From an optimization exercise on the open Yosys and OpenROAD flow, aimed at small area; shortcuts taken in it are not production practice. RTL that was checked went through simulation tests only; none was proved equivalent to the original. Power and IR drop assume default switching activity.

Setup of the previous run:
==> flow/design.v <==
module pipeline(
    input clk,
    input rst,
    input [22:0] a,
    input [7:0] p,
    input [22:0] b,
    input [7:0] q,
    input m,
    output reg [7:0] final_exponent,
    output reg [22:0] normal_mantissa_sum
);
    genvar i;
    wire [22:0] orp;
    assign orp[0] = 1'b0;
    generate
        for (i = 1; i < 23; i = i + 1) begin : g_orp
            assign orp[i] = orp[i-1] | b[i-1];
        end
    endgenerate
    wire [22:0] bn = b ^ ({23{m}} & orp);
    wire [7:0] eh = ~(p ^ q);
    wire [7:0] eg = p & ~q;
    wire [8:0] c0;
    assign c0[0] = 1'b0;
    generate
        for (i = 0; i < 8; i = i + 1) begin : g_exc
            assign c0[i+1] = eg[i] | (eh[i] & c0[i]);
        end
    endgenerate
    wire       g  = c0[8];                        
    wire [7:0] t0 = eh ^ c0[7:0];
    wire [7:0] d  = t0 ^ {8{~g}};                 
    wire       dz = |d[7:5];                      
    wire [4:0] ds = {d[4:3] | {2{dz}}, d[2:0]};   
    wire [7:0] e  = g ? p : q;
    reg [7:0]  e0;
    reg [22:0] a0;
    reg [22:0] b0;
    reg        g0, g0n;
    reg [4:0]  d0, d0n;
    always @(posedge clk) begin
        e0  <= e;
        a0  <= a;
        b0  <= bn;
        g0  <= g;
        g0n <= ~g;
        d0  <= ds;
        d0n <= ~ds;
    end
    wire [22:0] m1d = ~((a0 | {23{g0n}}) & (b0 | {23{g0}}));
    wire [23:0] v0  = {g0, ~(g0 | a0[22]),
                       ~((b0[22:1] | {22{g0n}}) & (a0[21:0] | {22{g0}}))};
    wire [23:0] v1 = {~(v0[23] | d0[0]),
                      ~((v0[22:0] | {23{d0[0]}}) & (v0[23:1] | {23{d0n[0]}}))};
    wire [23:0] v2 = {~(v1[23:22] & {2{d0n[1]}}),
                      ~((v1[21:0] | {22{d0[1]}}) & (v1[23:2] | {22{d0n[1]}}))};
    wire [23:0] v4 = {~(v2[23:20] | {4{d0[2]}}),
                      ~((v2[19:0] | {20{d0[2]}}) & (v2[23:4] | {20{d0n[2]}}))};
    wire [23:0] v8 = {~(v4[23:16] & {8{d0n[3]}}),
                      ~((v4[15:0] | {16{d0[3]}}) & (v4[23:8] | {16{d0n[3]}}))};
    wire [23:0] sh = {~(v8[23:8] | {16{d0[4]}}),
                      ~((v8[7:0] | {8{d0[4]}}) & (v8[23:16] | {8{d0n[4]}}))};
    reg [7:0]  e1;
    reg [22:0] m1n;
    reg [23:0] s1;
    always @(posedge clk) begin
        e1  <= e0;
        m1n <= m1d;
        s1  <= sh;
    end
    reg r1, r2, r3, r4;
    always @(posedge clk) begin
        r1 <= rst;
        r2 <= r1;
        r3 <= r2;
        r4 <= r3;
    end
    wire [23:0] tsum;
    wire tco;
    bk_add24 add(.x({1'b0, m1n}), .y(s1 ^ {24{~m}}), .ci(~m), .s(tsum), .co(tco));
    wire co_m = ~(m ^ tco);                       
    wire c2n = (rst | r1) ? 1'b0 : (r2 ? ~m : co_m);
    reg        c2;
    reg [23:0] r2vn;
    reg [7:0]  e2;
    always @(posedge clk) begin
        c2  <= c2n;
        r2vn <= tsum;
        e2  <= e1;
    end
    wire [23:0] r2v = ~r2vn;
    wire z16 = ~|r2v[23:8];
    wire k16 = ~c2 & z16;
    wire [23:0] t16 = k16 ? {r2v[7:0], 16'd0} : r2v;
    wire z8 = ~|t16[23:16];
    wire k8 = ~c2 & z8;
    wire [23:0] t8 = k8 ? {t16[15:0], 8'd0} : t16;
    wire z4 = ~|t8[23:20];
    wire k4 = ~c2 & z4;
    wire [1:0] t4h = k4 ? t8[19:18] : t8[23:22];   
    wire t4l = k4 ? t8[17] : t8[21];
    wire z2 = ~|t4h;
    wire k2 = ~c2 & z2;
    wire t2h = k2 ? t4l : t4h[1];                  
    wire k1 = c2 | ~t2h;
    wire zz = k16 & k8;                           
    wire [4:0] n = {k16, k8, k4 & ~zz, k2 & ~zz, k1 & ~zz};
    wire z2r = r1 | r2 | r3;
    reg [7:0]  e3n;                               
    reg [4:0]  n3;
    reg [2:0]  n3n;                               
    reg [22:0] t3n;                               
    always @(posedge clk) begin
        e3n <= z2r ? 8'hff : ~e2;
        n3  <= (z2r & ~c2) ? 5'd24 : n;
        n3n <= ~n[2:0];
        t3n <= ~t8[22:0];
    end
    wire [7:0] fy = {3'd0, n3} ^ {8{c2}};
    wire [8:0] fc;
    assign fc[0] = c2;
    generate
        for (i = 0; i < 8; i = i + 1) begin : g_fe
            assign fc[i+1] = (e3n[i] & fy[i]) | ((e3n[i] ^ fy[i]) & fc[i]);
        end
    endgenerate
    wire [7:0] fen = e3n ^ fy ^ fc[7:0];           
    wire zo = rst | r1 | r2 | r3 | r4;
    wire s1e  = n3[0] | zo;
    wire s1en = n3n[0] | zo;
    wire [22:0] u4 = ~((t3n | {23{n3[2]}}) & ({t3n[18:0], 4'hf} | {23{n3n[2]}}));   
    wire [22:0] u2 = ~((u4 | {23{n3[1]}}) & ({u4[20:0], 2'b00} | {23{n3n[1]}}));     
    wire [22:0] u1 = ~((u2 | {23{s1e}}) & ({u2[21:0], 1'b1} | {23{s1en}}));          
    always @(posedge clk) begin
        final_exponent <= ~(fen | {8{rst | r1}});
        normal_mantissa_sum <= u1;
    end
endmodule
module bk_add24(input [23:0] x, input [23:0] y, input ci, output [23:0] s, output co);
    wire [23:0] hp = x ^ y;
    wire [23:0] hg = x & y;
    wire g_1 = hg[0] | (hp[0] & ci);
    wire g_2 = hg[2] | (hp[2] & hg[1]);
    wire p_2 = hp[2] & hp[1];
    wire g_3 = hg[4] | (hp[4] & hg[3]);
    wire p_3 = hp[4] & hp[3];
    wire g_4 = hg[6] | (hp[6] & hg[5]);
    wire p_4 = hp[6] & hp[5];
    wire g_5 = hg[8] | (hp[8] & hg[7]);
    wire p_5 = hp[8] & hp[7];
    wire g_6 = hg[10] | (hp[10] & hg[9]);
    wire p_6 = hp[10] & hp[9];
    wire g_7 = hg[12] | (hp[12] & hg[11]);
    wire p_7 = hp[12] & hp[11];
    wire g_8 = hg[14] | (hp[14] & hg[13]);
    wire p_8 = hp[14] & hp[13];
    wire g_9 = hg[16] | (hp[16] & hg[15]);
    wire p_9 = hp[16] & hp[15];
    wire g_10 = hg[18] | (hp[18] & hg[17]);
    wire p_10 = hp[18] & hp[17];
    wire g_11 = hg[20] | (hp[20] & hg[19]);
    wire p_11 = hp[20] & hp[19];
    wire g_12 = hg[22] | (hp[22] & hg[21]);
    wire p_12 = hp[22] & hp[21];
    wire g_13 = g_2 | (p_2 & g_1);
    wire g_14 = g_4 | (p_4 & g_3);
    wire p_14 = p_4 & p_3;
    wire g_15 = g_6 | (p_6 & g_5);
    wire p_15 = p_6 & p_5;
    wire g_16 = g_8 | (p_8 & g_7);
    wire p_16 = p_8 & p_7;
    wire g_17 = g_10 | (p_10 & g_9);
    wire p_17 = p_10 & p_9;
    wire g_18 = g_12 | (p_12 & g_11);
    wire p_18 = p_12 & p_11;
    wire g_19 = g_14 | (p_14 & g_13);
    wire g_20 = g_16 | (p_16 & g_15);
    wire p_20 = p_16 & p_15;
    wire g_21 = g_18 | (p_18 & g_17);
    wire p_21 = p_18 & p_17;
    wire g_22 = g_20 | (p_20 & g_19);
    wire g_23 = g_21 | (p_21 & g_22);
    wire g_24 = g_15 | (p_15 & g_19);
    wire g_25 = g_17 | (p_17 & g_22);
    wire g_26 = g_3 | (p_3 & g_13);
    wire g_27 = g_5 | (p_5 & g_19);
    wire g_28 = g_7 | (p_7 & g_24);
    wire g_29 = g_9 | (p_9 & g_22);
    wire g_30 = g_11 | (p_11 & g_25);
    wire g_31 = hg[1] | (hp[1] & g_1);
    wire g_32 = hg[3] | (hp[3] & g_13);
    wire g_33 = hg[5] | (hp[5] & g_26);
    wire g_34 = hg[7] | (hp[7] & g_19);
    wire g_35 = hg[9] | (hp[9] & g_27);
    wire g_36 = hg[11] | (hp[11] & g_24);
    wire g_37 = hg[13] | (hp[13] & g_28);
    wire g_38 = hg[15] | (hp[15] & g_22);
    wire g_39 = hg[17] | (hp[17] & g_29);
    wire g_40 = hg[19] | (hp[19] & g_25);
    wire g_41 = hg[21] | (hp[21] & g_30);
    wire g_42 = hg[23] | (hp[23] & g_23);
    assign s[0] = hp[0] ^ ci;
    assign s[1] = hp[1] ^ g_1;
    assign s[2] = hp[2] ^ g_31;
    assign s[3] = hp[3] ^ g_13;
    assign s[4] = hp[4] ^ g_32;
    assign s[5] = hp[5] ^ g_26;
    assign s[6] = hp[6] ^ g_33;
    assign s[7] = hp[7] ^ g_19;
    assign s[8] = hp[8] ^ g_34;
    assign s[9] = hp[9] ^ g_27;
    assign s[10] = hp[10] ^ g_35;
    assign s[11] = hp[11] ^ g_24;
    assign s[12] = hp[12] ^ g_36;
    assign s[13] = hp[13] ^ g_28;
    assign s[14] = hp[14] ^ g_37;
    assign s[15] = hp[15] ^ g_22;
    assign s[16] = hp[16] ^ g_38;
    assign s[17] = hp[17] ^ g_29;
    assign s[18] = hp[18] ^ g_39;
    assign s[19] = hp[19] ^ g_25;
    assign s[20] = hp[20] ^ g_40;
    assign s[21] = hp[21] ^ g_30;
    assign s[22] = hp[22] ^ g_41;
    assign s[23] = hp[23] ^ g_23;
    assign co = g_42;
endmodule
Settings: LEC_CHECK=0, CAP_MARGIN=20, CORE_MARGIN=2, CORE_UTILIZATION=40, GPL_TIMING_DRIVEN=0, SLEW_MARGIN=20; clock period 4.0 ns.
standard.sh (not shown) runs the stock make flow with config.mk's settings and CLKGATE_MAP_FILE= SYNTH_SCRIPT=/design/flow/synth_recipe.tcl, a recipe that flattens the netlist after the stock synthesis.
==> flow/flow/run.sh <==
#!/bin/bash
# The standard layout (standard.sh, unchanged synthesis) with three
# layout choices:
#  - port buffers made from the smallest buffer cell (buf_1);
#  - a coarser clock tree: clusters of up to 33 flip-flops, each driven by a
#    clkbuf_16, a clkbuf_8 at the root, no dummy clock loads;
#  - the buffers ABC inserts during synthesis are removed at floorplan;
#    the resizer adds back only what slew, capacitance and timing need.
# All tool output goes to standard_flow.log here (ORFS's own per-step logs
# are under orfs/logs).
set -euo pipefail
bash standard.sh \
  "BUFFER_PORTS_ARGS=-buffer_cell sky130_fd_sc_hd__buf_1" \
  "CTS_ARGS=-sink_clustering_enable -repair_clock_nets -sink_clustering_size 33 -sink_clustering_max_diameter 200 -buf_list sky130_fd_sc_hd__clkbuf_16 -root_buf sky130_fd_sc_hd__clkbuf_8 -dont_use_dummy_load" \
  "REMOVE_ABC_BUFFERS=1" \
  finish > standard_flow.log 2>&1
Edits applied to the flow inputs when going from the previous run to the current run:
--- a/flow/design.v
+++ b/flow/design.v
@@ -76,21 +76,21 @@
         r4 <= r3;
     end
     wire [23:0] tsum;
     wire tco;
     bk_add24 add(.x({1'b0, m1n}), .y(s1 ^ {24{~m}}), .ci(~m), .s(tsum), .co(tco));
+    wire [23:0] sum = ~tsum;
     wire co_m = ~(m ^ tco);                       
     wire c2n = (rst | r1) ? 1'b0 : (r2 ? ~m : co_m);
     reg        c2;
-    reg [23:0] r2vn;
+    reg [23:0] r2v;
     reg [7:0]  e2;
     always @(posedge clk) begin
         c2  <= c2n;
-        r2vn <= tsum;
+        r2v <= sum;
         e2  <= e1;
     end
-    wire [23:0] r2v = ~r2vn;
     wire z16 = ~|r2v[23:8];
     wire k16 = ~c2 & z16;
     wire [23:0] t16 = k16 ? {r2v[7:0], 16'd0} : r2v;
     wire z8 = ~|t16[23:16];
     wire k8 = ~c2 & z8;
==> run summary <==
- [the current run] sequential element share of the synthesized area rose 0.45 points relative to the previous run
- For delay of the slowest cell on the worst path, the previous run and the current run come out practically identical.
- The current run: number of standard cells in the layout, taps in and fillers out lower than the previous run
- The current run against the previous run: XOR/XNOR share of the synthesized area saw little to no change, number of gates given a new drive strength after cts saw an increase, leakage dissipation saw a decrease.
- Fraction of area in registers was higher in the current run than in the previous run.
- Diff the previous run -> the current run: total number of vias saw a decrease, worst setup slack -0.011 ns, utilization decreased 0.18 points.
No functional check of the RTL was part of the previous run.

afterwards: timing with drivers on the ports:
How much do the figures lean on ideal ports? The routed layouts below were timed once more, with nothing changed but the port constraints. Step 1, drivers: a clkbuf_16 drives clk and a buf_2 each remaining input, both assumed. Step 2, shift: input delay + t, output delay - t, t = (earliest + latest rising clock arrival at the registers) / 2. This alone moves slack from input paths to output paths. a / b / c = no drivers / after step 1 / after step 2; a / b = the first two.
run | shift t [ns] | setup slack, ns | slew at the worst register clock pin (ns)
the previous run | 0.532 | 0.177 / 0.189 / -0.343 | 0.12 / 0.12
the current run | 0.530 | 0.167 / 0.171 / -0.359 | 0.12 / 0.12
Met with ideal ports but missed after step 2: setup timing in the previous run and the current run. The setup slack of the current run, which loses most, moves by +0.004 ns with the drivers and by -0.526 ns with both steps.
